Background: an optimization exercise with open tools, aiming at small area, a short achievable clock period and few clock cycles. Do not read the settings as production practice.
The RTL was checked by simulation tests, not by an equivalence proof against the original design.
Power is estimated from default activity; no workload was simulated.

[flow/constraint.sdc]
create_clock -name core_clock -period 8.0 [get_ports {clk}]
set_input_delay 1.6000 -clock core_clock [delete_from_list [all_inputs] [get_ports {clk}]]
set_output_delay 1.6000 -clock core_clock [all_outputs]
set_load 0.01 [all_outputs]
[flow/design.v]
module TPU(
    clk,
    rst_n,
    in_valid,
    K,
    M,
    N,
    busy,
    A_wr_en,
    A_index,
    A_data_in,
    A_data_out,
    B_wr_en,
    B_index,
    B_data_in,
    B_data_out,
    C_wr_en,
    C_index,
    C_data_in,
    C_data_out
);
input clk;
input rst_n;
input            in_valid;
input [7:0]      K;
input [7:0]      M;
input [7:0]      N;
output  reg      busy;
output           A_wr_en;
output [15:0]    A_index;
output [31:0]    A_data_in;
input  [31:0]    A_data_out;
output           B_wr_en;
output [15:0]    B_index;
output [31:0]    B_data_in;
input  [31:0]    B_data_out;
output           C_wr_en;
output [15:0]    C_index;
output [127:0]   C_data_in;
input  [127:0]   C_data_out;
reg  [7:0] k_end;        
reg  [2:0] pad1;         
reg        k_one;        
reg  [5:0] mt_last;      
reg        mt_zero;      
reg  [3:0] last_rows;    
reg  [3:0] top_row;      
wire [5:0] mt_last_in = M[7:2] + {5'd0, |M[1:0]} - 6'd1;
wire [5:0] nt_last_in = N[7:2] + {5'd0, |N[1:0]} - 6'd1;
wire       k_small    = (K[7:2] == 6'd0);                
wire [7:0] k_end_in   = k_small ? 8'd3 : K - 8'd1;
always @(posedge clk) begin
    if (in_valid) begin
        k_end     <= k_end_in;
        pad1      <= k_small ? 3'd5 - {1'b0, K[1:0]} : 3'd1;
        k_one     <= (K == 8'd1);
        mt_last   <= mt_last_in;
        mt_zero   <= (mt_last_in == 6'd0);
        case (M[1:0])
            2'd1:    begin last_rows <= 4'b0001; top_row <= 4'b0001; end
            2'd2:    begin last_rows <= 4'b0011; top_row <= 4'b0010; end
            2'd3:    begin last_rows <= 4'b0111; top_row <= 4'b0100; end
            default: begin last_rows <= 4'b1111; top_row <= 4'b1000; end
        endcase
    end
end
reg        issuing;
reg  [7:0] kd;           
reg  [5:0] id, jd;       
reg        f_te;         
reg        f_k0;         
reg        f_kv;         
reg        f_kl;         
reg        f_ie;         
reg        f_je;         
reg [13:0] a_addr, b_addr, b_base;
always @(posedge clk or negedge rst_n) begin
    if (!rst_n)                          issuing <= 1'b0;
    else if (in_valid)                   issuing <= 1'b1;
    else if (f_te & f_ie & f_je)         issuing <= 1'b0;
end
always @(posedge clk) begin
    if (in_valid) begin
        kd     <= k_end_in;
        id     <= mt_last_in;
        jd     <= nt_last_in;
        f_te   <= 1'b0;
        f_k0   <= 1'b1;
        f_kv   <= 1'b1;
        f_kl   <= (K == 8'd1);
        f_ie   <= (mt_last_in == 6'd0);
        f_je   <= (nt_last_in == 6'd0);
        a_addr <= 14'd0;
        b_addr <= 14'd0;
        b_base <= 14'd0;
    end else if (issuing) begin
        f_k0 <= f_te;
        if (f_te) begin
            kd   <= k_end;
            f_te <= 1'b0;
            f_kv <= 1'b1;
            f_kl <= k_one;
            if (f_ie) begin
                id     <= mt_last;
                f_ie   <= mt_zero;
                jd     <= jd - 6'd1;
                f_je   <= (jd == 6'd1);
                a_addr <= 14'd0;
                b_base <= b_addr + {13'd0, f_kv};
                b_addr <= b_addr + {13'd0, f_kv};
            end else begin
                id     <= id - 6'd1;
                f_ie   <= (id == 6'd1);
                a_addr <= a_addr + {13'd0, f_kv};
                b_addr <= b_base;
            end
        end else begin
            kd   <= kd - 8'd1;
            f_te <= (kd == 8'd1);
            f_kv <= (kd >= {5'd0, pad1});
            f_kl <= (kd == {5'd0, pad1});
            if (f_kv) begin
                a_addr <= a_addr + 14'd1;
                b_addr <= b_addr + 14'd1;
            end
        end
    end
end
assign A_wr_en   = 1'b0;
assign A_data_in = 32'd0;
assign B_wr_en   = 1'b0;
assign B_data_in = 32'd0;
assign A_index   = {2'd0, a_addr};
assign B_index   = {2'd0, b_addr};
wire       iss_v   = issuing & f_kv;
wire       iss_clr = issuing & f_k0;
wire       iss_wr  = iss_v & f_kl;
wire [3:0] wmask   = f_ie ? last_rows : 4'hF;
wire [3:0] fmask   = (f_ie & f_je) ? top_row : 4'h0;
reg  [31:0] a_q, b_q;
always @(posedge clk) begin
    a_q <= A_data_out & {32{iss_v}};
    b_q <= B_data_out;
end
reg  [31:0] b_d [1:3];
reg  [7:0]  a1_d1, a2_d1, a2_d2, a3_d1, a3_d2, a3_d3;
always @(posedge clk) begin
    b_d[1] <= b_q;
    b_d[2] <= b_d[1];
    b_d[3] <= b_d[2];
    a1_d1  <= a_q[23:16];
    a2_d1  <= a_q[15:8];
    a2_d2  <= a2_d1;
    a3_d1  <= a_q[7:0];
    a3_d2  <= a3_d1;
    a3_d3  <= a3_d2;
end
wire [7:0]  a_row [0:3];
wire [31:0] b_row [0:3];
assign a_row[0] = a_q[31:24];
assign a_row[1] = a1_d1;
assign a_row[2] = a2_d2;
assign a_row[3] = a3_d3;
assign b_row[0] = b_q;
assign b_row[1] = b_d[1];
assign b_row[2] = b_d[2];
assign b_row[3] = b_d[3];
reg        clr_d [0:3][0:2];
reg  [3:0] clr_c [0:3];
reg  [4:0] wr_d [0:3];
reg  [4:0] fin_d [0:3];
wire [3:0] wr_row, fin_row;
always @(posedge clk) begin
    clr_d[1][0] <= iss_clr;
    clr_d[2][0] <= iss_clr;
    clr_d[2][1] <= clr_d[2][0];
    clr_d[3][0] <= iss_clr;
    clr_d[3][1] <= clr_d[3][0];
    clr_d[3][2] <= clr_d[3][1];
    clr_c[0]    <= {4{iss_clr}};
    clr_c[1]    <= {4{clr_d[1][0]}};
    clr_c[2]    <= {4{clr_d[2][1]}};
    clr_c[3]    <= {4{clr_d[3][2]}};
end
genvar r, c;
generate
    for (r = 0; r < 4; r = r + 1) begin : flag
        always @(posedge clk or negedge rst_n) begin
            if (!rst_n) begin
                wr_d[r]  <= 5'd0;
                fin_d[r] <= 5'd0;
            end else begin
                wr_d[r]  <= {wr_d[r][3:0], iss_wr & wmask[r]};
                fin_d[r] <= {fin_d[r][3:0], iss_wr & fmask[r]};
            end
        end
        assign wr_row[r]  = wr_d[r][r+1];
        assign fin_row[r] = fin_d[r][r+1];
    end
endgenerate
wire [23:0] acc_x [0:3][0:3];
wire [23:0] acc_y [0:3][0:3];
generate
    for (r = 0; r < 4; r = r + 1) begin : row
        for (c = 0; c < 4; c = c + 1) begin : pe
            TPU_mac mac (
                .clk (clk),
                .clr (clr_c[r][c]),
                .a   (a_row[r]),
                .b   (b_row[r][31-8*c -: 8]),
                .x   (acc_x[r][c]),
                .y   (acc_y[r][c])
            );
        end
    end
endgenerate
reg [23:0] out_q [0:3];
reg [3:0]  sel [0:3];
always @(posedge clk) begin
    sel[0] <= {4{wr_d[0][0]}};
    sel[1] <= {4{wr_d[1][1]}};
    sel[2] <= {4{wr_d[2][2]}};
    sel[3] <= {4{wr_d[3][3]}};
end
reg        wr_q, fin_q;
reg [13:0] c_addr;
generate
    for (c = 0; c < 4; c = c + 1) begin : cout
        wire [23:0] sx = ({24{sel[0][c]}} & acc_x[0][c]) | ({24{sel[1][c]}} & acc_x[1][c])
                       | ({24{sel[2][c]}} & acc_x[2][c]) | ({24{sel[3][c]}} & acc_x[3][c]);
        wire [23:0] sy = ({24{sel[0][c]}} & acc_y[0][c]) | ({24{sel[1][c]}} & acc_y[1][c])
                       | ({24{sel[2][c]}} & acc_y[2][c]) | ({24{sel[3][c]}} & acc_y[3][c]);
        always @(posedge clk) out_q[c] <= sx + sy;
        assign C_data_in[127-32*c -: 32] = {8'd0, out_q[c]};
    end
endgenerate
always @(posedge clk or negedge rst_n) begin
    if (!rst_n) begin
        wr_q  <= 1'b0;
        fin_q <= 1'b0;
    end else begin
        wr_q  <= |wr_row;
        fin_q <= |fin_row;
    end
end
always @(posedge clk or negedge rst_n) begin
    if (!rst_n)         c_addr <= 14'd0;
    else if (in_valid)  c_addr <= 14'd0;
    else if (wr_q)      c_addr <= c_addr + 14'd1;
end
assign C_wr_en = wr_q;
assign C_index = {2'd0, c_addr};
always @(posedge clk or negedge rst_n) begin
    if (!rst_n)          busy <= 1'b0;
    else if (in_valid)   busy <= 1'b1;
    else if (fin_q)      busy <= 1'b0;
end
endmodule
module TPU_mac (
    input             clk,
    input             clr,
    input      [7:0]  a,
    input      [7:0]  b,
    output     [23:0] x,
    output     [23:0] y
);
reg  [23:0] xr;
reg  [23:0] yr;
wire [23:0] xc = xr & {24{~clr}};
wire [23:0] yfull;
assign yfull[0] = yr[0];
assign yfull[1] = yr[1];
assign yfull[2] = yr[2];
assign yfull[3] = yr[3];
assign yfull[4] = yr[4];
assign yfull[5] = yr[5];
assign yfull[6] = yr[6];
assign yfull[7] = yr[7];
assign yfull[8] = yr[8];
assign yfull[9] = yr[9];
assign yfull[10] = yr[10];
assign yfull[11] = yr[11];
assign yfull[12] = yr[12];
assign yfull[13] = yr[13];
assign yfull[14] = yr[14];
assign yfull[15] = yr[15];
assign yfull[16] = yr[16];
assign yfull[17] = yr[17];
assign yfull[18] = yr[18];
assign yfull[19] = yr[19];
assign yfull[20] = yr[20];
assign yfull[21] = yr[21];
assign yfull[22] = yr[22];
assign yfull[23] = yr[23];
wire [23:0] yc = yfull & {24{~clr}};
wire p0_0 = a[0] & b[0];
wire p0_1 = a[0] & b[1];
wire p0_2 = a[0] & b[2];
wire p0_3 = a[0] & b[3];
wire p0_4 = a[0] & b[4];
wire p0_5 = a[0] & b[5];
wire p0_6 = a[0] & b[6];
wire p0_7 = a[0] & b[7];
wire p1_0 = a[1] & b[0];
wire p1_1 = a[1] & b[1];
wire p1_2 = a[1] & b[2];
wire p1_3 = a[1] & b[3];
wire p1_4 = a[1] & b[4];
wire p1_5 = a[1] & b[5];
wire p1_6 = a[1] & b[6];
wire p1_7 = a[1] & b[7];
wire p2_0 = a[2] & b[0];
wire p2_1 = a[2] & b[1];
wire p2_2 = a[2] & b[2];
wire p2_3 = a[2] & b[3];
wire p2_4 = a[2] & b[4];
wire p2_5 = a[2] & b[5];
wire p2_6 = a[2] & b[6];
wire p2_7 = a[2] & b[7];
wire p3_0 = a[3] & b[0];
wire p3_1 = a[3] & b[1];
wire p3_2 = a[3] & b[2];
wire p3_3 = a[3] & b[3];
wire p3_4 = a[3] & b[4];
wire p3_5 = a[3] & b[5];
wire p3_6 = a[3] & b[6];
wire p3_7 = a[3] & b[7];
wire p4_0 = a[4] & b[0];
wire p4_1 = a[4] & b[1];
wire p4_2 = a[4] & b[2];
wire p4_3 = a[4] & b[3];
wire p4_4 = a[4] & b[4];
wire p4_5 = a[4] & b[5];
wire p4_6 = a[4] & b[6];
wire p4_7 = a[4] & b[7];
wire p5_0 = a[5] & b[0];
wire p5_1 = a[5] & b[1];
wire p5_2 = a[5] & b[2];
wire p5_3 = a[5] & b[3];
wire p5_4 = a[5] & b[4];
wire p5_5 = a[5] & b[5];
wire p5_6 = a[5] & b[6];
wire p5_7 = a[5] & b[7];
wire p6_0 = a[6] & b[0];
wire p6_1 = a[6] & b[1];
wire p6_2 = a[6] & b[2];
wire p6_3 = a[6] & b[3];
wire p6_4 = a[6] & b[4];
wire p6_5 = a[6] & b[5];
wire p6_6 = a[6] & b[6];
wire p6_7 = a[6] & b[7];
wire p7_0 = a[7] & b[0];
wire p7_1 = a[7] & b[1];
wire p7_2 = a[7] & b[2];
wire p7_3 = a[7] & b[3];
wire p7_4 = a[7] & b[4];
wire p7_5 = a[7] & b[5];
wire p7_6 = a[7] & b[6];
wire p7_7 = a[7] & b[7];
wire t1 = p0_0 ^ xc[0];
wire t2 = p0_0 & xc[0];
wire t3 = p0_1 ^ p1_0 ^ xc[1];
wire t4 = (p0_1 & p1_0) | (p0_1 & xc[1]) | (p1_0 & xc[1]);
wire t5 = yc[1] ^ t2;
wire t6 = yc[1] & t2;
wire t7 = p0_2 ^ p1_1 ^ p2_0;
wire t8 = (p0_2 & p1_1) | (p0_2 & p2_0) | (p1_1 & p2_0);
wire t9 = t7 ^ xc[2] ^ yc[2];
wire t10 = (t7 & xc[2]) | (t7 & yc[2]) | (xc[2] & yc[2]);
wire t11 = t4 ^ t9;
wire t12 = t4 & t9;
wire t13 = p0_3 ^ p1_2 ^ p2_1;
wire t14 = (p0_3 & p1_2) | (p0_3 & p2_1) | (p1_2 & p2_1);
wire t15 = p3_0 ^ t8 ^ t13;
wire t16 = (p3_0 & t8) | (p3_0 & t13) | (t8 & t13);
wire t17 = xc[3] ^ yc[3] ^ t15;
wire t18 = (xc[3] & yc[3]) | (xc[3] & t15) | (yc[3] & t15);
wire t19 = t10 ^ t12;
wire t20 = t10 & t12;
wire t21 = p0_4 ^ p1_3 ^ p2_2;
wire t22 = (p0_4 & p1_3) | (p0_4 & p2_2) | (p1_3 & p2_2);
wire t23 = p3_1 ^ p4_0 ^ t14;
wire t24 = (p3_1 & p4_0) | (p3_1 & t14) | (p4_0 & t14);
wire t25 = t21 ^ xc[4] ^ yc[4];
wire t26 = (t21 & xc[4]) | (t21 & yc[4]) | (xc[4] & yc[4]);
wire t27 = t16 ^ t23 ^ t25;
wire t28 = (t16 & t23) | (t16 & t25) | (t23 & t25);
wire t29 = t18 ^ t27;
wire t30 = t18 & t27;
wire t31 = p0_5 ^ p1_4 ^ p2_3;
wire t32 = (p0_5 & p1_4) | (p0_5 & p2_3) | (p1_4 & p2_3);
wire t33 = p3_2 ^ p4_1 ^ p5_0;
wire t34 = (p3_2 & p4_1) | (p3_2 & p5_0) | (p4_1 & p5_0);
wire t35 = t22 ^ t31 ^ t33;
wire t36 = (t22 & t31) | (t22 & t33) | (t31 & t33);
wire t37 = xc[5] ^ yc[5] ^ t24;
wire t38 = (xc[5] & yc[5]) | (xc[5] & t24) | (yc[5] & t24);
wire t39 = t35 ^ t26 ^ t37;
wire t40 = (t35 & t26) | (t35 & t37) | (t26 & t37);
wire t41 = t28 ^ t39;
wire t42 = t28 & t39;
wire t43 = p0_6 ^ p1_5 ^ p2_4;
wire t44 = (p0_6 & p1_5) | (p0_6 & p2_4) | (p1_5 & p2_4);
wire t45 = p3_3 ^ p4_2 ^ p5_1;
wire t46 = (p3_3 & p4_2) | (p3_3 & p5_1) | (p4_2 & p5_1);
wire t47 = p6_0 ^ t32 ^ t34;
wire t48 = (p6_0 & t32) | (p6_0 & t34) | (t32 & t34);
wire t49 = t43 ^ t45 ^ xc[6];
wire t50 = (t43 & t45) | (t43 & xc[6]) | (t45 & xc[6]);
wire t51 = yc[6] ^ t36 ^ t47;
wire t52 = (yc[6] & t36) | (yc[6] & t47) | (t36 & t47);
wire t53 = t49 ^ t38 ^ t51;
wire t54 = (t49 & t38) | (t49 & t51) | (t38 & t51);
wire t55 = t40 ^ t53;
wire t56 = t40 & t53;
wire t57 = p0_7 ^ p1_6 ^ p2_5;
wire t58 = (p0_7 & p1_6) | (p0_7 & p2_5) | (p1_6 & p2_5);
wire t59 = p3_4 ^ p4_3 ^ p5_2;
wire t60 = (p3_4 & p4_3) | (p3_4 & p5_2) | (p4_3 & p5_2);
wire t61 = p6_1 ^ p7_0 ^ t44;
wire t62 = (p6_1 & p7_0) | (p6_1 & t44) | (p7_0 & t44);
wire t63 = t46 ^ t57 ^ t59;
wire t64 = (t46 & t57) | (t46 & t59) | (t57 & t59);
wire t65 = xc[7] ^ yc[7] ^ t48;
wire t66 = (xc[7] & yc[7]) | (xc[7] & t48) | (yc[7] & t48);
wire t67 = t61 ^ t63 ^ t50;
wire t68 = (t61 & t63) | (t61 & t50) | (t63 & t50);
wire t69 = t52 ^ t65 ^ t67;
wire t70 = (t52 & t65) | (t52 & t67) | (t65 & t67);
wire t71 = t54 ^ t69;
wire t72 = t54 & t69;
wire t73 = p1_7 ^ p2_6 ^ p3_5;
wire t74 = (p1_7 & p2_6) | (p1_7 & p3_5) | (p2_6 & p3_5);
wire t75 = p4_4 ^ p5_3 ^ p6_2;
wire t76 = (p4_4 & p5_3) | (p4_4 & p6_2) | (p5_3 & p6_2);
wire t77 = p7_1 ^ t58 ^ t60;
wire t78 = (p7_1 & t58) | (p7_1 & t60) | (t58 & t60);
wire t79 = t73 ^ t75 ^ xc[8];
wire t80 = (t73 & t75) | (t73 & xc[8]) | (t75 & xc[8]);
wire t81 = yc[8] ^ t62 ^ t64;
wire t82 = (yc[8] & t62) | (yc[8] & t64) | (t62 & t64);
wire t83 = t77 ^ t79 ^ t66;
wire t84 = (t77 & t79) | (t77 & t66) | (t79 & t66);
wire t85 = t81 ^ t68 ^ t83;
wire t86 = (t81 & t68) | (t81 & t83) | (t68 & t83);
wire t87 = t70 ^ t85;
wire t88 = t70 & t85;
wire t89 = p2_7 ^ p3_6 ^ p4_5;
wire t90 = (p2_7 & p3_6) | (p2_7 & p4_5) | (p3_6 & p4_5);
wire t91 = p5_4 ^ p6_3 ^ p7_2;
wire t92 = (p5_4 & p6_3) | (p5_4 & p7_2) | (p6_3 & p7_2);
wire t93 = t74 ^ t76 ^ t89;
wire t94 = (t74 & t76) | (t74 & t89) | (t76 & t89);
wire t95 = t91 ^ xc[9] ^ yc[9];
wire t96 = (t91 & xc[9]) | (t91 & yc[9]) | (xc[9] & yc[9]);
wire t97 = t78 ^ t93 ^ t80;
wire t98 = (t78 & t93) | (t78 & t80) | (t93 & t80);
wire t99 = t95 ^ t82 ^ t97;
wire t100 = (t95 & t82) | (t95 & t97) | (t82 & t97);
wire t101 = t84 ^ t99 ^ t86;
wire t102 = (t84 & t99) | (t84 & t86) | (t99 & t86);
wire t103 = p3_7 ^ p4_6 ^ p5_5;
wire t104 = (p3_7 & p4_6) | (p3_7 & p5_5) | (p4_6 & p5_5);
wire t105 = p6_4 ^ p7_3 ^ t90;
wire t106 = (p6_4 & p7_3) | (p6_4 & t90) | (p7_3 & t90);
wire t107 = t92 ^ t103 ^ xc[10];
wire t108 = (t92 & t103) | (t92 & xc[10]) | (t103 & xc[10]);
wire t109 = yc[10] ^ t105 ^ t94;
wire t110 = (yc[10] & t105) | (yc[10] & t94) | (t105 & t94);
wire t111 = t96 ^ t107 ^ t109;
wire t112 = (t96 & t107) | (t96 & t109) | (t107 & t109);
wire t113 = t98 ^ t111 ^ t100;
wire t114 = (t98 & t111) | (t98 & t100) | (t111 & t100);
wire t115 = p4_7 ^ p5_6 ^ p6_5;
wire t116 = (p4_7 & p5_6) | (p4_7 & p6_5) | (p5_6 & p6_5);
wire t117 = p7_4 ^ t104 ^ t115;
wire t118 = (p7_4 & t104) | (p7_4 & t115) | (t104 & t115);
wire t119 = xc[11] ^ yc[11] ^ t106;
wire t120 = (xc[11] & yc[11]) | (xc[11] & t106) | (yc[11] & t106);
wire t121 = t117 ^ t108 ^ t110;
wire t122 = (t117 & t108) | (t117 & t110) | (t108 & t110);
wire t123 = t119 ^ t121 ^ t112;
wire t124 = (t119 & t121) | (t119 & t112) | (t121 & t112);
wire t125 = p5_7 ^ p6_6 ^ p7_5;
wire t126 = (p5_7 & p6_6) | (p5_7 & p7_5) | (p6_6 & p7_5);
wire t127 = t116 ^ t125 ^ xc[12];
wire t128 = (t116 & t125) | (t116 & xc[12]) | (t125 & xc[12]);
wire t129 = yc[12] ^ t118 ^ t127;
wire t130 = (yc[12] & t118) | (yc[12] & t127) | (t118 & t127);
wire t131 = t120 ^ t129 ^ t122;
wire t132 = (t120 & t129) | (t120 & t122) | (t129 & t122);
wire t133 = p6_7 ^ p7_6 ^ t126;
wire t134 = (p6_7 & p7_6) | (p6_7 & t126) | (p7_6 & t126);
wire t135 = xc[13] ^ yc[13] ^ t133;
wire t136 = (xc[13] & yc[13]) | (xc[13] & t133) | (yc[13] & t133);
wire t137 = t128 ^ t135 ^ t130;
wire t138 = (t128 & t135) | (t128 & t130) | (t135 & t130);
wire t139 = p7_7 ^ xc[14] ^ yc[14];
wire t140 = (p7_7 & xc[14]) | (p7_7 & yc[14]) | (xc[14] & yc[14]);
wire t141 = t134 ^ t139 ^ t136;
wire t142 = (t134 & t139) | (t134 & t136) | (t139 & t136);
wire t143 = xc[15] ^ yc[15] ^ t140;
wire t144 = (xc[15] & yc[15]) | (xc[15] & t140) | (yc[15] & t140);
wire t145 = xc[16] ^ yc[16];
wire t146 = xc[16] & yc[16];
wire t147 = xc[17] ^ yc[17];
wire t148 = xc[17] & yc[17];
wire t149 = xc[18] ^ yc[18];
wire t150 = xc[18] & yc[18];
wire t151 = xc[19] ^ yc[19];
wire t152 = xc[19] & yc[19];
wire t153 = xc[20] ^ yc[20];
wire t154 = xc[20] & yc[20];
wire t155 = xc[21] ^ yc[21];
wire t156 = xc[21] & yc[21];
wire t157 = xc[22] ^ yc[22];
wire t158 = xc[22] & yc[22];
wire t159 = xc[23] ^ yc[23];
wire t160 = xc[23] & yc[23];
always @(posedge clk) begin
    xr <= {t158, t156, t154, t152, t150, t148, t146, t145, t143, t141, t137, t124, t123, t113, t88, t72, t56, t42, t30, t20, t17, t6, t3, yc[0]};
    yr <= {t159, t157, t155, t153, t151, t149, t147, t144, t142, t138, t132, t131, t114, t102, t101, t87, t71, t55, t41, t29, t19, t11, t5, t1};
end
assign x = xr;
assign y = yfull;
endmodule
[flow/run.sh]
#!/bin/bash
# synth_recipe.tcl (not shown) runs the flow's synth.tcl, then flattens the netlist and writes it again
# the make line also repeats each setting of config.mk as NAME=value (left out here)
make -C /OpenROAD-flow-scripts/flow DESIGN_CONFIG=/design/flow/config.mk WORK_HOME=/design/flow/orfs CLKGATE_MAP_FILE= SYNTH_SCRIPT=/design/flow/synth_recipe.tcl finish
[flow/config.mk]
export PLATFORM = sky130hd
export DESIGN_NAME = TPU
export DESIGN_NICKNAME = TPU
export VERILOG_FILES = /design/flow/design.v
export SDC_FILE = /design/flow/constraint.sdc
export NUM_CORES = 4
export LEC_CHECK = 0
export CAP_MARGIN = 20
export CORE_MARGIN = 2
export CORE_UTILIZATION = 40
export SLEW_MARGIN = 20
==> impl_results.md, run 1 <==
* Clock root buffer: clkbuf_16
* # IOs at around 460
* Clk Latency, worst-skew pair at 0.82 ns
* FP Rows at 159
* Final setup fails at 0
* Routed Antenna Nets at 0
* CTS resizes at 0
* Hold WS at 0.317 ns
* Die Ht at 438 um
* Setup tns final at 0 ns
* RSZ-0062 raised after global routing: no
* Crit. Startpoint: sel[0][0]$_DFF_P_
* Area grow syn2layout at 12.3%
* Worst Path Max Fanout at 148
* DR DRC count at 0
* Post-synth EDFFs at 48
* Cell variety after synth at slightly below 80
* Vias per cell at about 5
* Pin count of the biggest net entering global routing at 168
* Die X-Extent at 438 um
* Total Nets Final at 9,087
* Critical path class: flip-flop to flip-flop
* CTS tree: done
* Syn Area/Cell at 10.2 um^2
* Number of global-route vias before repair at 53,700
* Post-Syn Area at 0.0753 mm^2
* GRT overflow at 0
* Max-slew headroom at 26.2%
* Fillers at 17,700
* Critical path launch point type: flip-flop
* Ys async rst share at about 3.8%
* Part of the cycle the worst path needs at a little over half
* Final min period at 4.37 ns
* Peak VDD IR at 0.000172 V
* 1st-pass router iterations at 6
* Routed via count at approximately 50,000
* I/O Buffers at 230
* Final Hold Fails at 0
* CTS HTree Levels at 4
* R2R depth at 11
* Max Clk Rate at 229 MHz
* Clock buffer depth at 3
* Worst Max-Slew Pin Slew at 1.10 ns
* R2r setup slk at 3.63 ns
* Total routed wirelength at 199,000 um
* Status: finished clean
* Sequential share of the synthesized area at 33.3%
* Layout cells sized above 1 at 4.22%
* Final weighted congestion in routability-driven placement at 0.900
* Slew Viols, Final at 0
* Antenna violations before repair at 20
* Iter 0 DRT Violations at around 3,100
* Num Clock Sinks at 1,219
* Hold Buf Count CTS at 0
* GRT Total Usage at roughly a fifth
* Worst R2R End: out_q[2][23]$_DFF_P_
* Worst EP required at 8.68 ns
* End of the critical path: out_q[2][23]$_DFF_P_
* # Max-Cap Violations at 0
* Core Region at 0.187 mm^2
* Yosys warning total at 16
* Hold Crit Class: flip-flop to flip-flop
* LEAKAGE at 38.8 nW
* Worst path arrival time at 5.05 ns
* Setup bufs post-CTS at 0
* Inserted Clock Buffers at 141
* Die area at 0.192 mm^2
* Flops & latches, synth at 1,219
* Dpl hpwl at 143,000 um
* First-pass GRT wire length at 314,000 um
* Starting Density at 40.2%
* Clock Pin Slew Worst Setup and Hold Paths at 0.06 ns
* Cell Pwr Density at 255 mW/mm^2
* Crit end category: flip-flop
* Average wire per standard cell at around 20 um
* Mapped Cells at ~7,400
* Reg2reg start: sel[0][0]$_DFF_P_
* Worst Clk Skew at around 0.052 ns
* Primary FF master, synth: dfxtp_1
-- report_power, final --
part / switching, mW / leakage, nW / internal (mW)
logic: 3.78 / 26.0 / 2.81
registers: 0.805 / 10.4 / 7.40
clock network: 2.71 / 2.37 / 4.02
-- area by class of cell --
| cell class | count | area, um^2 | share of cell area (%) |
|---|---|---|---|
| diodes | 12 | 30.0 | 0.0355 |
| clock buffers | 200 | 4120 | 4.87 |
| clock inverters | 53 | 737 | 0.872 |
| inverters | 997 | 3740 | 4.43 |
| multi-input cells | 4840 | 44900 | 53.1 |
| flip-flops and latches | 1219 | 25200 | 29.7 |
| well taps | 2495 | 3120 | 3.69 |
| repair buffers | 282 | 2760 | 3.26 |
-- Yosys cell counts, types with 15 or more instances --
cell type / count / area share, %
a211oi_1: 24 / 0.24
a21o_1: 40 / 0.40
a21oi_1: 114 / 0.76
a221oi_1: 16 / 0.19
a22oi_1: 372 / 3.7
and2_1: 506 / 4.2
and3_1: 48 / 0.40
buf_1: 26 / 0.13
buf_4: 104 / 1.0
clkbuf_1: 283 / 1.4
dfrtp_1: 46 / 1.5
dfxtp_1: 1125 / 30
edfxtp_1: 48 / 1.9
fa_1: 1012 / 27
ha_1: 375 / 6.2
inv_1: 995 / 5.0
nand2_1: 814 / 4.1
nand2b_1: 266 / 2.2
nand3_1: 33 / 0.22
nand4_1: 29 / 0.24
nor2_1: 155 / 0.77
nor2b_1: 485 / 4.0
nor3_1: 33 / 0.22
o21ai_0: 62 / 0.41
o21bai_1: 15 / 0.15
xnor2_1: 95 / 1.1
xor2_1: 58 / 0.67
-- how the worst min path moves through the flow --
stage | start | to | slack (ns) | depth (start not counted)
after CTS | a3_d1[1]$_DFF_P_ | a3_d2[1]$_DFF_P_ | 0.31 | 0
after detailed placement | a_q[11]$_DFF_P_ | a2_d1[3]$_DFF_P_ | 0.31 | 0
after global placement | a3_d2[0]$_DFF_P_ | a3_d3[0]$_DFF_P_ | 0.31 | 0
final | a3_d1[1]$_DFF_P_ | a3_d2[1]$_DFF_P_ | 0.32 | 0
after global routing | a3_d1[1]$_DFF_P_ | a3_d2[1]$_DFF_P_ | 0.31 | 0
after floorplan | a_q[16]$_DFF_P_ | a1_d1[0]$_DFF_P_ | 0.31 | 0
-- through the flow --
stage                     utilization [%]  area, um^2  std cells  worst slack (ns)  power [mW]
after CTS                            45.1       84500      10100              3.85        21.9
after floorplan                         -       75700       7473              4.57        12.8
final                                45.1       84600      10100              3.63        21.5
after global routing                 45.1       84500      10100              3.40        23.4
after detailed placement             42.5       79700       9833              3.77        14.9
after global placement               42.5       79700       9833              3.82        14.7
-- worst max-delay path: stages, from the launching register on --
cell,delay [ns]
dfxtp_4,0.72
buf_12,0.54
a22oi_1,0.31
nand2_1,0.14
ha_1,0.32
a21oi_1,0.28
o21ai_0,0.22
a221oi_1,0.44
nor2_1,0.10
a211oi_1,0.52
o21ai_1,0.17
xnor2_1,0.14
-- state kept, by name, summed over array words and instances (netlist names), 32 cells and up --
| name | cells |
|---|---|
| row.pe.mac.xr | 384 |
| a_q | 32 |
| b_d | 96 |
| b_q | 32 |
| row.pe.mac.yr | 384 |
| out_q | 96 |
-- routing by layer --
metal / track usage [%] / part of all wire (%) / wire length, um
met4: 8.28 / 3.8 / 7480
met5: 0 / 0.040 / 79
met2: 34.0 / 47 / 92700
met1: 28.2 / 43 / 86300
met3: 3.82 / 6.3 / 12500
-- cell usage in the layout (no fill, tap or decap), types with 24 or more instances in the layout --
| master | synthesis | final |
|---|---|---|
| a21o_1 | 40 | 40 |
| clkbuf_1 | 283 | 27 |
| a21oi_1 | 114 | 114 |
| nor2_1 | 155 | 155 |
| nand3_1 | 33 | 33 |
| nand2_1 | 814 | 814 |
| o21ai_0 | 62 | 62 |
| nor3_1 | 33 | 33 |
| dfrtp_1 | 46 | 45 |
| xor2_1 | 58 | 58 |
| clkbuf_8 | 0 | 28 |
| edfxtp_1 | 48 | 48 |
| fa_1 | 1012 | 1012 |
| a211oi_1 | 24 | 24 |
| xnor2_1 | 95 | 95 |
| nand4_1 | 29 | 29 |
| and3_1 | 48 | 48 |
| nand2b_1 | 266 | 266 |
| clkbuf_16 | 0 | 145 |
| nor2b_1 | 485 | 485 |
| and2_1 | 506 | 506 |
| dfxtp_1 | 1125 | 1110 |
| a22oi_1 | 372 | 372 |
| conb_1 | 1 | 104 |
| buf_4 | 104 | 47 |
| inv_1 | 995 | 995 |
| clkdlybuf4s50_1 | 0 | 228 |
| ha_1 | 375 | 375 |
-- cell families after synthesis --
| logic type | Yosys count | synth area share, % |
|---|---|---|
| and+or+nand+nor | 2421 | 16.8 |
| buffers and inverters | 1414 | 7.57 |
| adders and majority gates | 1387 | 33.1 |
| DFF | 1219 | 33.3 |
| AOI/OAI and AO/OA | 759 | 7.12 |
| xor gates and xnor gates | 153 | 1.78 |
| muxes | 16 | 0.218 |
| other | 1 | 0.00498 |
Testbench counts, summed over its fixed seeds: cycles 122,601.
==> run 2: changes to the inputs <==
--- a/flow/config.mk
+++ b/flow/config.mk
@@ -8,4 +8,5 @@
 export CAP_MARGIN = 20
 export CORE_MARGIN = 2
 export CORE_UTILIZATION = 40
+export SETUP_SLACK_MARGIN = 4.6
 export SLEW_MARGIN = 20
==> impl_results.md, run 2 <==
* Cell Pwr Density at 252 mW/mm^2 (-1.1%)
* Die X-Extent at 438 um (unchanged)
* 1st-pass router iterations at 7 (+1)
* Die area at 0.192 mm^2 (unchanged)
* CTS HTree Levels at 4 (unchanged)
* Pin count of the biggest net entering global routing at 167 (-0.60%)
* Max Clk Rate at 288 MHz (+26%)
* Starting Density at 40.2% (unchanged)
* Total routed wirelength at 230,000 um (+16%)
* Cell variety after synth at 78 (unchanged)
* Flops & latches, synth at 1,219 (unchanged)
* Num Clock Sinks at 1,219 (unchanged)
* Max-slew headroom at 33.0% (+6.8 points)
* Clock root buffer: clkbuf_16
* Primary FF master, synth: dfxtp_1
* Hold Buf Count CTS at 0 (unchanged)
* # Max-Cap Violations at 0 (unchanged)
* Mapped Cells at 7,370 (unchanged)
* Area grow syn2layout at 18.7%
* Inserted Clock Buffers at 143 (+1.4%)
* Most frequent cells in the layout: dfxtp_1, inv_1, fa_1
* # IOs at 463 (unchanged)
* Setup tns final at 0 ns (unchanged)
* Routed Antenna Nets at 0 (unchanged)
* RSZ-0062 raised after global routing: yes
* Average wire per standard cell at 22.3 um (+13%)
* Worst Clk Skew at 0.0540 ns (+0.00213 ns)
* Iter 0 DRT Violations at 3,525 (+12%)
* Worst Max-Slew Pin Slew at 0.997 ns (-0.105 ns)
* Clk Latency, worst-skew pair at 0.83 ns (about the same)
* Slew Viols, Final at 0 (unchanged)
* Total Nets Final at 9,289 (+2.2%)
* Layout cells sized above 1 at 13.2% (+9.0 points)
* FP Rows at 159 (unchanged)
* Critical path class: flip-flop to flip-flop
* Sequential share of the synthesized area at 33.3% (unchanged)
* Post-Syn Area at 0.0753 mm^2 (unchanged)
* Part of the cycle the worst path needs at 43.4% (-11 points)
* First-pass GRT wire length at 344,000 um (+9.7%)
* Dpl hpwl at 142,000 um (-1.0%)
* Most frequent cells after synthesis: dfxtp_1, fa_1, inv_1, nand2_1, and2_1
* Final setup fails at 0 (unchanged)
* I/O Buffers at 230 (unchanged)
* Vias per cell at 5.08 (+1.7%)
* Critical path launch point type: flip-flop
* Commonest non-fill, non-tap cell in the layout: dfxtp_1
* Worst EP required at 8.68 ns (about the same)
* Die Ht at 438 um (unchanged)
* DP Area at 0.0797 mm^2 (about the same)
* Design area at 0.0894 mm^2 (+5.7%)
* Antenna violations before repair at 35 (+75%)
* CTS tree: done
* Final weighted congestion in routability-driven placement at 0.849 (-5.7%)
* Worst Path Max Fanout at 6 (-96%)
* Ys async rst share at 3.77% (unchanged)
* Most common cell in the netlist: dfxtp_1
* GRT overflow at 0 (unchanged)
* Core Region at 0.187 mm^2 (unchanged)
* Status: finished clean
* Routed via count at 52,300 (+3.8%)
* DR DRC count at 0 (unchanged)
* Final min period at 3.47 ns (-0.897 ns)
* Final worst-path setup slack at 4.53 ns (+0.897 ns)
* Top cell type's share of synthesized area at 29.9% (unchanged)
* Post-synth top area cell: dfxtp_1
* Number of global-route vias before repair at 55,100 (+2.5%)
* GRT Total Usage at 23.8% (+2.7 points)
* Largest cells by area after synthesis: dfxtp_1, fa_1, ha_1, inv_1, and2_1
* Place WS at 3.72 ns (-0.0483 ns)
* Post-synth EDFFs at 48 (unchanged)
* Clock buffer depth at 3 (unchanged)
* Top Registers: row.pe.mac.xr (384), row.pe.mac.yr (384)
* Worst path arrival time at 4.15 ns (-0.90 ns)
* Yosys warning total at 16 (unchanged)
* Syn Area/Cell at 10.2 um^2 (unchanged)
* Final Hold Fails at 0 (unchanged)
* Clock Pin Slew Worst Setup and Hold Paths at 0.06 ns (about the same)
* Peak VDD IR at 0.000163 V (-5.1%)
* LEAKAGE at 40.9 nW (+5.4%)
* Crit end category: flip-flop
* Hold Crit Class: flip-flop to flip-flop
-- run 2: cell counts after synthesis --
No cell type changed its count.
-- run 2: final cells by class --
type | instances | area, um^2
Antenna cell | 16 | 40.0
Clock buffer | 185 | 3990
Clock inverter | 71 | 1030
Fill cell | 17200 | 98000
Inverter | 997 | 3740
Multi-Input combinational cell | 4840 | 46000
Sequential cell | 1219 | 25300
Tap cell | 2495 | 3120
Timing Repair Buffer | 482 | 6130
-- run 2: final timing paths --
kind                                  start                             end  slack, ns  cells after the start
setup / recovery           a3_d3[4]$_DFF_P_  row[3].pe[1].mac.yr[9]$_DFF_P_       4.53                     12
hold reg to reg            a3_d2[5]$_DFF_P_                a3_d3[5]$_DFF_P_       0.32                      0
min in group asynchronous             rst_n          c_addr[12]$_DFFE_PN0P_       0.77                      1
setup reg to reg           a3_d3[4]$_DFF_P_  row[3].pe[1].mac.yr[9]$_DFF_P_       4.53                     12
hold / removal             a3_d2[5]$_DFF_P_                a3_d3[5]$_DFF_P_       0.32                      0
max in group asynchronous             rst_n                  wr_q$_DFF_PN0_       6.80                      1
-- run 2: repair_timing --
action / in CTS / in global routing
setup endpoints to repair: 364 / 176
gates cloned: 24 / 7
buffers inserted: 141 / 34
gates resized for setup: 457 / 280
pin swaps: 152 / 234
-- run 2: critical path, stage by stage, from the launching register on --
cell and delay (ns):
dfxtp_4 0.36, buf_12 0.15, buf_16 0.16, and2_4 0.15
fa_1 0.49, inv_2 0.04, fa_1 0.52, inv_2 0.05
fa_1 0.57, inv_2 0.05, fa_2 0.33, inv_2 0.06
fa_1 0.41
-- run 2: metal layers --
metal | vias to the layer above | GRT usage, % | part of all wire (%)
met5 | - | 0 | 0.058
met4 | 20 | 9.36 | 4.6
met3 | 420 | 5.24 | 7.4
met2 | 1762 | 37.6 | 45
met1 | 26600 | 31.8 | 43
li1 | 23500 | - | -
-- run 2: power by group --
group	internal, mW	leakage, nW	switching [mW]
clock	4.07	2.45	2.89
sequential	7.40	10.4	0.818
combinational	3.21	28.0	4.13
total	14.7	40.9	7.83
-- run 2: cell families after synthesis --
logic type | after synthesis | synth area share, %
XOR/XNOR | 153 | 1.78
buffers and inverters | 1414 | 7.57
AND/OR/NAND/NOR | 2421 | 16.8
multiplexers | 16 | 0.218
flip-flops | 1219 | 33.3
AO/OA/AOI/OAI | 759 | 7.12
other | 1 | 0.00498
adder cells (fa/ha/maj) | 1387 | 33.1
-- run 2: metrics by stage --
stage	power [mW]	utilization (%)	cells	hold WS (ns)
6_report	22.5	47.7	10300	0.322
5_1_grt	24.3	47.7	10300	0.328
4_1_cts	22.4	47.0	10200	0.324
3_5_place_dp	14.9	42.5	9827	0.313
3_3_place_gp	14.6	42.5	9827	0.310
2_1_floorplan	12.8	-	7473	0.310
==> run 3: changes to the inputs <==
--- a/flow/config.mk
+++ b/flow/config.mk
@@ -8,5 +8,5 @@
 export CAP_MARGIN = 20
 export CORE_MARGIN = 2
 export CORE_UTILIZATION = 40
-export SETUP_SLACK_MARGIN = 4.6
+export SETUP_SLACK_MARGIN = 5.0
 export SLEW_MARGIN = 20
==> impl_results.md, run 3 <==
* Die area at 0.192 mm^2 (unchanged)
* Final worst-path setup slack at 4.55 ns (+0.0166 ns)
* CTS HTree Levels at 4 (unchanged)
* Cell variety after synth at 78 (unchanged)
* Total routed wirelength at 253,000 um (+10%)
* Die Ht at 438 um (unchanged)
* Routed Antenna Nets at 0 (unchanged)
* Num Clock Sinks at 1,219 (unchanged)
* Core Region at 0.187 mm^2 (unchanged)
* Worst Max-Slew Pin Slew at 0.882 ns (-0.115 ns)
* Routed via count at 55,100 (+5.3%)
* Part of the cycle the worst path needs at 43.2% (-0.21 points)
* Final weighted congestion in routability-driven placement at 0.830 (-2.2%)
* Critical path launch point type: flip-flop
* Post-synth top area cell: dfxtp_1
* Mapped Cells at 7,370 (unchanged)
* Hold Buf Count CTS at 0 (unchanged)
* Crit-path cells: buf_12 -> buf_12 -> and2_4 -> fa_1 -> inv_1 -> fa_2 -> inv_2 -> fa_1 -> inv_1 -> fa_2 -> inv_2 -> fa_2
* Top Registers: row.pe.mac.xr (384), row.pe.mac.yr (384)
* Inserted Clock Buffers at 143 (unchanged)
* Most frequent cells in the layout: dfxtp_1, inv_1, nand2_1
* Layout cells sized above 1 at 28.9% (+16 points)
* Cell Pwr Density at 244 mW/mm^2 (-3.3%)
* Status: finished clean
* # Max-Cap Violations at 0 (unchanged)
* Design area at 0.0965 mm^2 (+8.0%)
* Syn Area/Cell at 10.2 um^2 (unchanged)
* # IOs at 463 (unchanged)
* Final min period at 3.45 ns (-0.0166 ns)
* Primary FF master, synth: dfxtp_1
* Worst Path Max Fanout at 7 (+1)
* Peak VDD IR at 0.000186 V (+14%)
* Setup tns final at 0 ns (unchanged)
* CP max stage cell: fa_1
* Area grow syn2layout at 28.1%
* Clk Latency, worst-skew pair at 0.81 ns (-0.02 ns)
* Slew Viols, Final at 0 (unchanged)
* Ys async rst share at 3.77% (unchanged)
* Critical path class: flip-flop to flip-flop
* Worst path arrival time at 4.13 ns (-0.02 ns)
* Top cell type's share of synthesized area at 29.9% (unchanged)
* Worst path max stage delay at 0.53 ns (-0.04 ns)
* Max-slew headroom at 41.1% (+8.1 points)
* 1st-pass router iterations at 8 (+1)
* Worst EP required at 8.67 ns (about the same)
* Worst Clk Skew at 0.0464 ns (-0.00758 ns)
* Total Nets Final at 9,591 (+3.3%)
* Pwr Total at 23.5 mW (+4.4%)
* Antenna violations before repair at 35 (unchanged)
* Flops & latches, synth at 1,219 (unchanged)
* CP dominant cell by count: fa_2
* Sequential share of the synthesized area at 33.3% (unchanged)
* Average wire per standard cell at 23.9 um (+6.9%)
* Max Clk Rate at 290 MHz (+0.48%)
* LEAKAGE at 43.1 nW (+5.4%)
* Post-Syn Area at 0.0753 mm^2 (unchanged)
* DR DRC count at 0 (unchanged)
* Most frequent cells after synthesis: dfxtp_1, fa_1, inv_1, nand2_1, and2_1
* Hold WS at 0.309 ns (-0.0137 ns)
* Place WS at 3.62 ns (-0.105 ns)
* DP Area at 0.0803 mm^2 (+0.88%)
* FP Rows at 159 (unchanged)
* RSZ-0062 raised after global routing: yes
* First-pass GRT wire length at 363,000 um (+5.6%)
* I/O Buffers at 230 (unchanged)
* Number of global-route vias before repair at 57,500 (+4.3%)
* Starting Density at 40.2% (unchanged)
* Clock Pin Slew Worst Setup and Hold Paths at 0.06 ns (about the same)
* Die X-Extent at 438 um (unchanged)
* Final setup fails at 0 (unchanged)
* Iter 0 DRT Violations at 3,970 (+13%)
* Largest cells by area after synthesis: dfxtp_1, fa_1, ha_1, inv_1, and2_1
* Yosys warning total at 16 (unchanged)
* Commonest non-fill, non-tap cell in the layout: dfxtp_1
* CTS tree: done
* GRT overflow at 0 (unchanged)
* Pin count of the biggest net entering global routing at 132 (-21%)
* GRT Total Usage at 25.4% (+1.5 points)
* Most common cell in the netlist: dfxtp_1
* Post-synth EDFFs at 48 (unchanged)
* Clock buffer depth at 3 (unchanged)
* Hold Crit Class: flip-flop to flip-flop
* Final Hold Fails at 0 (unchanged)
* Vias per cell at 5.19 (+2.2%)
* Clock root buffer: clkbuf_16
* Dpl hpwl at 138,000 um (-2.4%)
* Crit end category: flip-flop
-- run 3: cell counts after synthesis --
Identical to the previous run, type by type.
-- run 3: critical path: cells and delay by family (launching register included) --
family	cells	cell delay (ns)
buffers and inverters	6	0.54
flip-flops	1	0.35
AND/OR/NAND/NOR	1	0.15
adder cells (fa/ha/maj)	5	2.28
-- run 3: area by class of cell --
cell class	count	area (um^2)
antenna	15	37.5
clock buffer	196	4070
clock inverter	68	972
multi-input combinational	4840	49300
timing repair buffer	784	9820
fill	16500	90900
tap	2495	3120
sequential	1219	25400
inverter	997	3760
-- run 3: timing repair --
| action | CTS | global route |
|---|---|---|
| gates resized for setup | 1578 | 653 |
| buffers inserted | 325 | 120 |
| hold endpoints to repair | 0 | 0 |
| pin swaps | 393 | 430 |
| gates cloned | 44 | 12 |
| setup endpoints to repair | 543 | 390 |
-- run 3: cell families after synthesis --
kind of cell,Yosys count,synth area share [%]
compound gates,759,7.12
xor+xnor,153,1.78
fa+ha+maj,1387,33.1
buf+inv,1414,7.57
flops,1219,33.3
mux,16,0.218
other cells,1,0.00498
simple gates,2421,16.8
-- run 3: routing by layer --
layer / vias up / wire length (um) / share of wire, % / GRT usage (%)
met5: - / 100 / 0.039 / 0
met4: 14 / 16300 / 6.4 / 12.7
met3: 602 / 21200 / 8.4 / 5.41
met2: 2080 / 114000 / 45 / 40.5
met1: 28200 / 101000 / 40 / 32.6
li1: 24200 / - / - / -
-- run 3: where the power goes --
| group | switching [mW] | total [mW] | internal, mW |
|---|---|---|---|
| Sequential | 0.872 | 8.27 | 7.40 |
| Clock | 2.92 | 6.95 | 4.03 |
| Combinational | 4.58 | 8.29 | 3.72 |
| Total | 8.36 | 23.5 | 15.1 |
-- run 3: metrics by stage --
stage	utilization (%)	std cells
after floorplan	-	7473
after global placement	42.9	9834
after detailed placement	42.9	9834
after CTS	49.6	10500
after global routing	51.5	10600
final	51.5	10600
-- run 3: worst paths after layout --
kind | from | to | slack, ns | cells after the start
setup / recovery | a_q[28]$_DFF_P_ | row[0].pe[3].mac.yr[9]$_DFF_P_ | 4.55 | 12
hold / removal | a_q[23]$_DFF_P_ | a1_d1[7]$_DFF_P_ | 0.31 | 0
setup reg to reg | a_q[28]$_DFF_P_ | row[0].pe[3].mac.yr[9]$_DFF_P_ | 4.55 | 12
hold reg to reg | a_q[23]$_DFF_P_ | a1_d1[7]$_DFF_P_ | 0.31 | 0
max in group asynchronous | rst_n | c_addr[9]$_DFFE_PN0P_ | 6.78 | 1
min in group asynchronous | rst_n | c_addr[6]$_DFFE_PN0P_ | 0.79 | 1
==> run 4: changes to the inputs <==
--- a/flow/config.mk
+++ b/flow/config.mk
@@ -7,6 +7,6 @@
 export LEC_CHECK = 0
 export CAP_MARGIN = 20
 export CORE_MARGIN = 2
-export CORE_UTILIZATION = 40
-export SETUP_SLACK_MARGIN = 5.0
+export CORE_UTILIZATION = 60
+export SETUP_SLACK_MARGIN = 4.6
 export SLEW_MARGIN = 20
==> impl_results.md, run 4 <==
* Starting Density at 60.2% (+20 points)
* Critical path launch point type: flip-flop
* Cell variety after synth at 78 (unchanged)
* XOR/XNOR Fraction of Synth Area at 1.78% (unchanged)
* Post-Syn Area at 0.0753 mm^2 (unchanged)
* Total Nets Final at 9,297 (-3.1%)
* Cell Pwr Density at 251 mW/mm^2 (+3.0%)
* Post-synth EDFFs at 48 (unchanged)
* Peak VDD IR at 0.000253 V (+36%)
* Total routed wirelength at 226,000 um (-11%)
* Top Registers: row.pe.mac.xr (384), row.pe.mac.yr (384)
* Worst EP required at 8.64 ns (-0.03 ns)
* Final weighted congestion in routability-driven placement at 0.891 (+7.4%)
* RSZ-0062 raised after global routing: yes
* Iter 0 DRT Violations at 4,294 (+8.2%)
* Antenna violations before repair at 21 (-40%)
* Part of the cycle the worst path needs at 43.6% (+0.44 points)
* Fillers at 9,451 (-43%)
* FP Rows at 130 (-18%)
* Average wire per standard cell at 23.9 um (about the same)
* Largest cells by area after synthesis: dfxtp_1, fa_1, ha_1, inv_1, and2_1
* Dpl cells at 8,991 (-8.6%)
* GRT overflow at 0 (unchanged)
* Max Clk Rate at 287 MHz (-1.0%)
* Met2 Resource Use GR at 52.6% (+12 points)
* Commonest non-fill, non-tap cell in the layout: dfxtp_1
* Final Hold Fails at 0 (unchanged)
* Slew Viols, Final at 0 (unchanged)
* Most frequent cells in the layout: dfxtp_1, inv_1, fa_1
* Place WS at 3.45 ns (-0.171 ns)
* Worst Max-Slew Pin Slew at 1.05 ns (+0.167 ns)
* Register Area at 0.0253 mm^2 (-0.36%)
* Max-slew headroom at 29.8% (-11 points)
* Final min period at 3.49 ns (+0.0348 ns)
* Pin count of the biggest net entering global routing at 88 (-33%)
* Worst Clk Skew at 0.0234 ns (-0.0230 ns)
* Hold Buf Count CTS at 0 (unchanged)
* Mapped Cells at 7,370 (unchanged)
* Met1 usage at 49.1% (+17 points)
* Num Clock Sinks at 1,219 (unchanged)
* Synth Area in Simple Gates at 16.8% (unchanged)
* Worst path arrival time at 4.13 ns (about the same)
* Die X-Extent at 358 um (-18%)
* Most common cell in the netlist: dfxtp_1
* Top cell type's share of synthesized area at 29.9% (unchanged)
* Clock buffer depth at 3 (unchanged)
* Area of the multi-input gates at 0.0464 mm^2 (-5.9%)
* Critical path class: flip-flop to flip-flop
* Post-Synth Adder-Cell Area at 33.1% (unchanged)
* Setup tns final at 0 ns (unchanged)
* Crit end category: flip-flop
* Die area at 0.128 mm^2 (-33%)
* I/O Buffers at 230 (unchanged)
* Vias per cell at 5.64 (+8.8%)
* Routed via count at 53,400 (-3.1%)
* GR met3 Demand/Resource at 9.59% (+4.2 points)
* Ys async rst share at 3.77% (unchanged)
* Core Region at 0.125 mm^2 (-33%)
* Routed Antenna Nets at 0 (unchanged)
* Syn Area/Cell at 10.2 um^2 (unchanged)
* Clock root buffer: clkbuf_16
* Final Util at 70.9% (+19 points)
* Area grow syn2layout at 17.7%
* Clk Latency, worst-skew pair at 0.78 ns (-0.03 ns)
* Compound-gate portion of the synthesized area at 7.12% (unchanged)
* Inserted Clock Buffers at 138 (-3.5%)
* LEAKAGE at 40.6 nW (-5.7%)
* Sequential share of the synthesized area at 33.3% (unchanged)
* Primary FF master, synth: dfxtp_1
* Post-synthesis mux area share at 0.218% (unchanged)
* Hold Crit Class: flip-flop to flip-flop
* Die Ht at 358 um (-18%)
* Largest family of logic cells by synthesized area: adder cells
* Layout cells sized above 1 at 14.0% (-15 points)
* Final setup fails at 0 (unchanged)
* Yosys warning total at 16 (unchanged)
* # IOs at 463 (unchanged)
* Final non-filler cell total at 9,458 (-11%)
* CTS tree: done
* Status: finished clean
* Post-synth top area cell: dfxtp_1
* Global routing's busiest layer: met2
* Worst Path Max Fanout at 7 (unchanged)
* CTS HTree Levels at 4 (unchanged)
* First-pass GRT wire length at 335,000 um (-7.8%)
* Flops & latches, synth at 1,219 (unchanged)
* Most frequent cells after synthesis: dfxtp_1, fa_1, inv_1, nand2_1, and2_1
* Dpl hpwl at 139,000 um (+0.70%)
* # Max-Cap Violations at 0 (unchanged)
* 1st-pass router iterations at 6 (-2)
* Final worst-path setup slack at 4.51 ns (-0.0348 ns)
* DR DRC count at 0 (unchanged)
* GRT Total Usage at 35.2% (+9.9 points)
* Number of global-route vias before repair at 54,400 (-5.4%)
* Clock Pin Slew Worst Setup and Hold Paths at 0.06 ns (about the same)
## run 4: cell counts after synthesis
No cell type changed its count.
## run 4: path summary, 6_finish.rpt
check / cells after the start / end / startpoint / slack (ns)
min: 0 / a1_d1[6]$_DFF_P_ / a_q[22]$_DFF_P_ / 0.32
min in group asynchronous: 1 / issuing$_DFFE_PN0P_ / rst_n / 0.82
max reg2reg: 15 / out_q[1][20]$_DFF_P_ / sel[3][0]$_DFF_P_ / 4.51
max in group asynchronous: 1 / wr_q$_DFF_PN0_ / rst_n / 6.72
min reg2reg: 0 / a1_d1[6]$_DFF_P_ / a_q[22]$_DFF_P_ / 0.32
max: 15 / out_q[1][20]$_DFF_P_ / sel[3][0]$_DFF_P_ / 4.51
## run 4: per-layer routing
layer / wire length [um] / vias up
li1: - / 23500
met2: 97800 / 2263
met5: 176 / -
met1: 94200 / 27100
met4: 9930 / 14
met3: 23700 / 530
## run 4: repair_timing
| action | CTS | global route |
|---|---|---|
| endpoints found under the hold margin | 0 | 0 |
| setup buffers | 112 | 63 |
| gates resized for setup | 414 | 401 |
| setup endpoints to repair | 299 | 182 |
| pin swaps | 138 | 273 |
| gates cloned | 32 | 3 |
## run 4: cell families (layout without fill, tap and decap cells)
kind of cell / Yosys count / count (layout)
AOI/OAI and AO/OA: 759 / 759
xor gates and xnor gates: 153 / 153
adders and majority gates: 1387 / 1387
buffers and inverters: 1414 / 1745
DFF: 1219 / 1219
muxes: 16 / 16
other: 1 / 108
and+or+nand+nor: 2421 / 2421
## run 4: worst max-delay path, stage by stage, from the launching register on
cell and delay [ns]:
dfxtp_4 0.38, buf_12 0.17, buf_16 0.17, buf_12 0.17
a22oi_2 0.20, nand2_1 0.11, ha_4 0.31, nand4_1 0.11
or2_1 0.29, o32ai_4 0.38, nor3b_4 0.11, buf_4 0.16
o31ai_4 0.21, buf_6 0.19, a41oi_4 0.17, xnor2_2 0.20
## run 4: stage by stage
stage / instance area, um^2 / power [mW] / hold slack (ns)
2_1_floorplan: 75700 / 12.8 / 0.310
3_3_place_gp: 78600 / 14.5 / 0.312
3_5_place_dp: 78600 / 14.8 / 0.312
4_1_cts: 86700 / 21.9 / 0.322
5_1_grt: 88700 / 23.9 / 0.328
6_report: 88700 / 22.2 / 0.324
## run 4: final cells by class
| class | instances | share of cell area, % |
|---|---|---|
| clock inverters | 65 | 0.889 |
| flip-flops and latches | 1219 | 28.6 |
| diodes | 4 | 0.0113 |
| multi-input cells | 4840 | 52.3 |
| inverters | 997 | 4.22 |
| clock buffers | 188 | 4.38 |
| repair buffers | 495 | 7.29 |
| well taps | 1650 | 2.33 |
## run 4: power by group
| group | internal, mW | switching (mW) |
|---|---|---|
| Clock | 3.73 | 2.79 |
| Combinational | 3.27 | 4.17 |
| Sequential | 7.40 | 0.884 |
| Total | 14.4 | 7.84 |

==> separate check: timing with driven ports <==
The results above use ideal ports. As a check the final layouts listed here were re-extracted and re-timed, cells and wires unchanged.
Step 1 assumes that a clkbuf_16 drives the clock port and a buf_2 every other input.
Step 2 also shifts input and output timing later by t, the mid clock arrival at the registers, as if the neighbouring blocks saw the same clock.
a / b / c = no drivers / after step 1 / after step 2; a / b = the first two.
run	t, ns	setup WS [ns]	worst register clock-pin slew, ns
run 1	0.882	3.634 / 3.634 / 3.634	0.07 / 0.07
run 2	0.893	4.531 / 4.531 / 3.847	0.07 / 0.07
run 3	0.878	4.548 / 4.548 / 4.228	0.07 / 0.07
run 4	0.857	4.513 / 4.513 / 4.010	0.07 / 0.07
After both steps setup and hold are still met in every run listed. For run 2, which loses most, drivers alone change the setup slack by 0.000 ns; drivers and shift together by -0.684 ns.
